This design comes from an exercise in tuning for small area, a short achievable clock period and few clock cycles per item on the open sky130 flow, not from production work. The RTL was checked by simulation tests, not by an equivalence proof against the original design.

==> amber <==
Design axilxbar, start of the top module:
module	axilxbar #(
		parameter integer C_AXI_DATA_WIDTH = 32,
		parameter integer C_AXI_ADDR_WIDTH = 32,
		parameter	NM = 4,
		parameter	NS = 8
	) (
		input	wire	S_AXI_ACLK,
		input	wire	S_AXI_ARESETN,
		input	wire	[NM-1:0]			S_AXI_AWVALID,
		output	wire	[NM-1:0]			S_AXI_AWREADY,
		input	wire	[NM*C_AXI_ADDR_WIDTH-1:0]	S_AXI_AWADDR,
		input	wire	[NM*3-1:0]			S_AXI_AWPROT,
		input	wire	[NM-1:0]			S_AXI_WVALID,
		output	wire	[NM-1:0]			S_AXI_WREADY,
		input	wire	[NM*C_AXI_DATA_WIDTH-1:0]	S_AXI_WDATA,
		input	wire	[NM*C_AXI_DATA_WIDTH/8-1:0]	S_AXI_WSTRB,
		output	wire	[NM-1:0]			S_AXI_BVALID,
		input	wire	[NM-1:0]			S_AXI_BREADY,
		output	wire	[NM*2-1:0]			S_AXI_BRESP,
		input	wire	[NM-1:0]			S_AXI_ARVALID,
		output	wire	[NM-1:0]			S_AXI_ARREADY,
		input	wire	[NM*C_AXI_ADDR_WIDTH-1:0]	S_AXI_ARADDR,
		input	wire	[NM*3-1:0]			S_AXI_ARPROT,
		output	wire	[NM-1:0]			S_AXI_RVALID,
		input	wire	[NM-1:0]			S_AXI_RREADY,
		output	wire	[NM*C_AXI_DATA_WIDTH-1:0]	S_AXI_RDATA,
		output	wire	[NM*2-1:0]			S_AXI_RRESP,
		output	wire	[NS*C_AXI_ADDR_WIDTH-1:0]	M_AXI_AWADDR,
		output	wire	[NS*3-1:0]			M_AXI_AWPROT,
		output	wire	[NS-1:0]			M_AXI_AWVALID,
		input	wire	[NS-1:0]			M_AXI_AWREADY,
		output	wire	[NS*C_AXI_DATA_WIDTH-1:0]	M_AXI_WDATA,
		output	wire	[NS*C_AXI_DATA_WIDTH/8-1:0]	M_AXI_WSTRB,
		output	wire	[NS-1:0]			M_AXI_WVALID,
		input	wire	[NS-1:0]			M_AXI_WREADY,
		input	wire	[NS*2-1:0]			M_AXI_BRESP,
		input	wire	[NS-1:0]			M_AXI_BVALID,
		output	wire	[NS-1:0]			M_AXI_BREADY,
		output	wire	[NS*C_AXI_ADDR_WIDTH-1:0]	M_AXI_ARADDR,
		output	wire	[NS*3-1:0]			M_AXI_ARPROT,
		output	wire	[NS-1:0]			M_AXI_ARVALID,
		input	wire	[NS-1:0]			M_AXI_ARREADY,
		input	wire	[NS*C_AXI_DATA_WIDTH-1:0]	M_AXI_RDATA,
		input	wire	[NS*2-1:0]			M_AXI_RRESP,
		input	wire	[NS-1:0]			M_AXI_RVALID,
		output	wire	[NS-1:0]			M_AXI_RREADY
	);
==> flow/config.mk <==
export PLATFORM = sky130hd
export DESIGN_NAME = axilxbar
export DESIGN_NICKNAME = axilxbar
export VERILOG_FILES = /design/flow/design.v
export SDC_FILE = /design/flow/constraint.sdc
export NUM_CORES = 4
export LEC_CHECK = 0
export CAP_MARGIN = 20
export CORE_AREA = 4 4 356 356
export DIE_AREA = 0 0 360 360
export PLACE_DENSITY = 0.6
export SETUP_SLACK_MARGIN = 0.3
export SLEW_MARGIN = 20
==> flow/constraint.sdc <==
create_clock -name core_clock -period 5.5 [get_ports {S_AXI_ACLK}]
set_input_delay 1.1000 -clock core_clock [delete_from_list [all_inputs] [get_ports {S_AXI_ACLK}]]
set_output_delay 1.1000 -clock core_clock [all_outputs]
set_load 0.01 [all_outputs]
standard.sh (not shown) runs the stock make flow with config.mk's settings and CLKGATE_MAP_FILE= SYNTH_SCRIPT=/design/flow/synth_recipe.tcl, a recipe that flattens the netlist after the stock synthesis.
==> flow/flow/run.sh <==
#!/bin/bash
# Standard ORFS layout with these changes:
#  - plain buf_1 buffers on the ports (the flow still buffers every port),
#  - pins at one-track spacing, so that the die can be small, with the clock
#    pin placed first and kept clear of its neighbours,
#  - the combinational logic of the standard synthesis re-mapped with ABC's
#    default (area-leaning) script; registers are left untouched.
# Each tool's output goes to a log file of its own in this folder.
set -euo pipefail
ARGS=('BUFFER_PORTS_ARGS=-buffer_cell sky130_fd_sc_hd__buf_1'
      'PLACE_PINS_ARGS=-min_distance 1 -min_distance_in_tracks -exclude bottom:176-184'
      "PRE_IO_PLACEMENT_TCL=$PWD/flow/pre_io.tcl")
bash standard.sh "${ARGS[@]}" synth > make_synth.log 2>&1
R=orfs/results/${FLOW_PLATFORM}/axilxbar/base
cp $R/1_2_yosys.v standard_1_2_yosys.v
REMAP_LIB=$FLOW_HOME/platforms/sky130hd/lib/sky130_fd_sc_hd__tt_025C_1v80.lib \
REMAP_DONT_USE=flow/dont_use.txt REMAP_IN=standard_1_2_yosys.v \
REMAP_TOP=$FLOW_TOP REMAP_OUT=remapped.v REMAP_STAT=remap_stat.txt \
  yosys -c flow/remap.tcl > yosys_remap.log 2>&1
cp remapped.v $R/1_2_yosys.v
bash standard.sh "${ARGS[@]}" finish > make_finish.log 2>&1
==> flow/flow/dont_use.txt <==
DONT_USE_CELLS:
sky130_fd_sc_hd__probe_p_8
sky130_fd_sc_hd__probec_p_8
sky130_fd_sc_hd__lpflow_bleeder_1
sky130_fd_sc_hd__lpflow_clkbufkapwr_1
sky130_fd_sc_hd__lpflow_clkbufkapwr_16
sky130_fd_sc_hd__lpflow_clkbufkapwr_2
sky130_fd_sc_hd__lpflow_clkbufkapwr_4
sky130_fd_sc_hd__lpflow_clkbufkapwr_8
sky130_fd_sc_hd__lpflow_clkinvkapwr_1
sky130_fd_sc_hd__lpflow_clkinvkapwr_16
sky130_fd_sc_hd__lpflow_clkinvkapwr_2
sky130_fd_sc_hd__lpflow_clkinvkapwr_4
sky130_fd_sc_hd__lpflow_clkinvkapwr_8
sky130_fd_sc_hd__lpflow_decapkapwr_12
sky130_fd_sc_hd__lpflow_decapkapwr_3
sky130_fd_sc_hd__lpflow_decapkapwr_4
sky130_fd_sc_hd__lpflow_decapkapwr_6
sky130_fd_sc_hd__lpflow_decapkapwr_8
sky130_fd_sc_hd__lpflow_inputiso0n_1
sky130_fd_sc_hd__lpflow_inputiso0p_1
sky130_fd_sc_hd__lpflow_inputiso1n_1
sky130_fd_sc_hd__lpflow_inputiso1p_1
sky130_fd_sc_hd__lpflow_inputisolatch_1
sky130_fd_sc_hd__lpflow_isobufsrc_1
sky130_fd_sc_hd__lpflow_isobufsrc_16
sky130_fd_sc_hd__lpflow_isobufsrc_2
sky130_fd_sc_hd__lpflow_isobufsrc_4
sky130_fd_sc_hd__lpflow_isobufsrc_8
sky130_fd_sc_hd__lpflow_isobufsrckapwr_16
sky130_fd_sc_hd__lpflow_lsbuf_lh_hl_isowell_tap_1
sky130_fd_sc_hd__lpflow_lsbuf_lh_hl_isowell_tap_2
sky130_fd_sc_hd__lpflow_lsbuf_lh_hl_isowell_tap_4
sky130_fd_sc_hd__lpflow_lsbuf_lh_isowell_4
sky130_fd_sc_hd__lpflow_lsbuf_lh_isowell_tap_1
sky130_fd_sc_hd__lpflow_lsbuf_lh_isowell_tap_2
sky130_fd_sc_hd__lpflow_lsbuf_lh_isowell_tap_4
==> flow/flow/pre_io.tcl <==
# Place the clock pin first, mid-way along the bottom edge; place_pins then
# keeps the other pins out of a short stretch around it (PLACE_PINS_ARGS).
place_pin -pin_name S_AXI_ACLK -layer met2 -location {180.09 0.242} -force_to_die_boundary
==> flow/flow/remap.tcl <==
# Yosys script: re-map the combinational logic of the standard synthesis
# netlist with ABC's default script.  Every flip-flop and tie cell instance
# is kept as it is (same name, same cell), so the registers still pair with
# the standard synthesis.
yosys -import
set lib $::env(REMAP_LIB)
set dont_use {}
set f [open $::env(REMAP_DONT_USE)]
foreach c [split [read $f] "\n"] {
  if {$c ne ""} { lappend dont_use -dont_use $c }
}
close $f
read_liberty -ignore_miss_func $lib
read_verilog $::env(REMAP_IN)
hierarchy -top $::env(REMAP_TOP)
setattr -mod -set keep_hierarchy 1 sky130_fd_sc_hd__*df* sky130_fd_sc_hd__conb_1
flatten
opt_clean
abc -liberty $lib {*}$dont_use
splitnets
opt_clean -purge
hilomap -singleton -hicell sky130_fd_sc_hd__conb_1 HI -locell sky130_fd_sc_hd__conb_1 LO
insbuf -buf sky130_fd_sc_hd__buf_4 A X
delete sky130_fd_sc_hd__*
tee -o $::env(REMAP_STAT) stat -liberty $lib
write_verilog -noattr -noexpr -nohex -nodec $::env(REMAP_OUT)
==> maple (differences from amber) <==
==> flow/flow/run.sh (replaced) <==
#!/bin/bash
# Standard ORFS layout with these changes:
#  - plain buf_1 buffers on the ports (the flow still buffers every port),
#  - pins at one-track spacing, so that the die can be small, with the clock
#    pin placed first and kept clear of its neighbours.
# Each tool's output goes to a log file of its own in this folder.
set -euo pipefail
bash standard.sh \
  'BUFFER_PORTS_ARGS=-buffer_cell sky130_fd_sc_hd__buf_1' \
  'PLACE_PINS_ARGS=-min_distance 1 -min_distance_in_tracks -exclude bottom:176-184' \
  "PRE_IO_PLACEMENT_TCL=$PWD/flow/pre_io.tcl" \
  finish > make_finish.log 2>&1
removed: flow/flow/dont_use.txt
removed: flow/flow/remap.tcl
==> comparison <==
- maple finished with timing, DRC and antenna clean. amber ended with an error in 5_1_grt (GRT-0116).
- Against amber, the synthesized cell count of maple is higher by about 18%.
- In amber the area after synthesis is lower than in maple, by 14%.
==> figures <==
item	amber	maple
CTS root buffer	clkbuf_16	clkbuf_16
Total of hold buffers inserted after clock tree synthesis	0	0
Total placed cells including tap cells	9159	9195
Post-Synthesis Cells	5465	6450
Placement-stage worst setup slack	0.189 ns	0.307 ns
Boundary Pins	1825	1825
Initial core utilization	0.317	0.367
Maximum clock insertion buffer count	3	3
Width of the die	360 µm	360 µm
Area after DPL	51000 µm²	53100 µm²
Total of cells resized after clock tree synthesis	7	2
Detailed placer's ending HPWL	238000 µm	222000 µm
Total number of yosys warnings	41	41
Total of buffers placed on input and output ports	1773	1773
Average size of a mapped cell	7.10 µm²	6.96 µm²
Number of buffers added for setup after CTS	0	0
Die Ht	360 µm	360 µm
Outcome	aborted with a tool error	timing/DRC/antenna clean
Stage where the flow stopped	5_1_grt	-
Number of clock buffers inserted by TritonCTS	34	34
GPL Wtd Cong	1.18	1.09
Netlist area before placement	38800 µm²	44900 µm²
Testbench counts of amber, summed over its fixed seeds: cycles 1,039, items 6,144.
Testbench counts of maple, summed over its fixed seeds: cycles 1,039, items 6,144.

afterwards: timing with drivers on the ports:
Ports are ideal in the flow. The routed layout listed here was re-timed in OpenROAD.
Step 1: set_driving_cell puts a clkbuf_16 on S_AXI_ACLK and a buf_2 on each other input, an assumption about the parent block.
Step 2 times the ports against the registers' clock, not the clock port: input delays grow and output delays shrink by t, the midpoint of the rising clock arrivals with the driver on.
Slacks: ideal ports / drivers / drivers and shift; pairs: ideal ports / drivers.
run: maple
t, ns: 0.623
setup WS [ns]: 0.188 / 0.159 / 0.159
worst hold slack (ns): 0.504 / 0.504 / 0.504
worst setup path at the end: input to output
pins driven straight from the clock port: 1
After both steps setup and hold are still met in maple. The setup slack of maple moves by -0.029 ns with the drivers and by -0.029 ns with both steps.
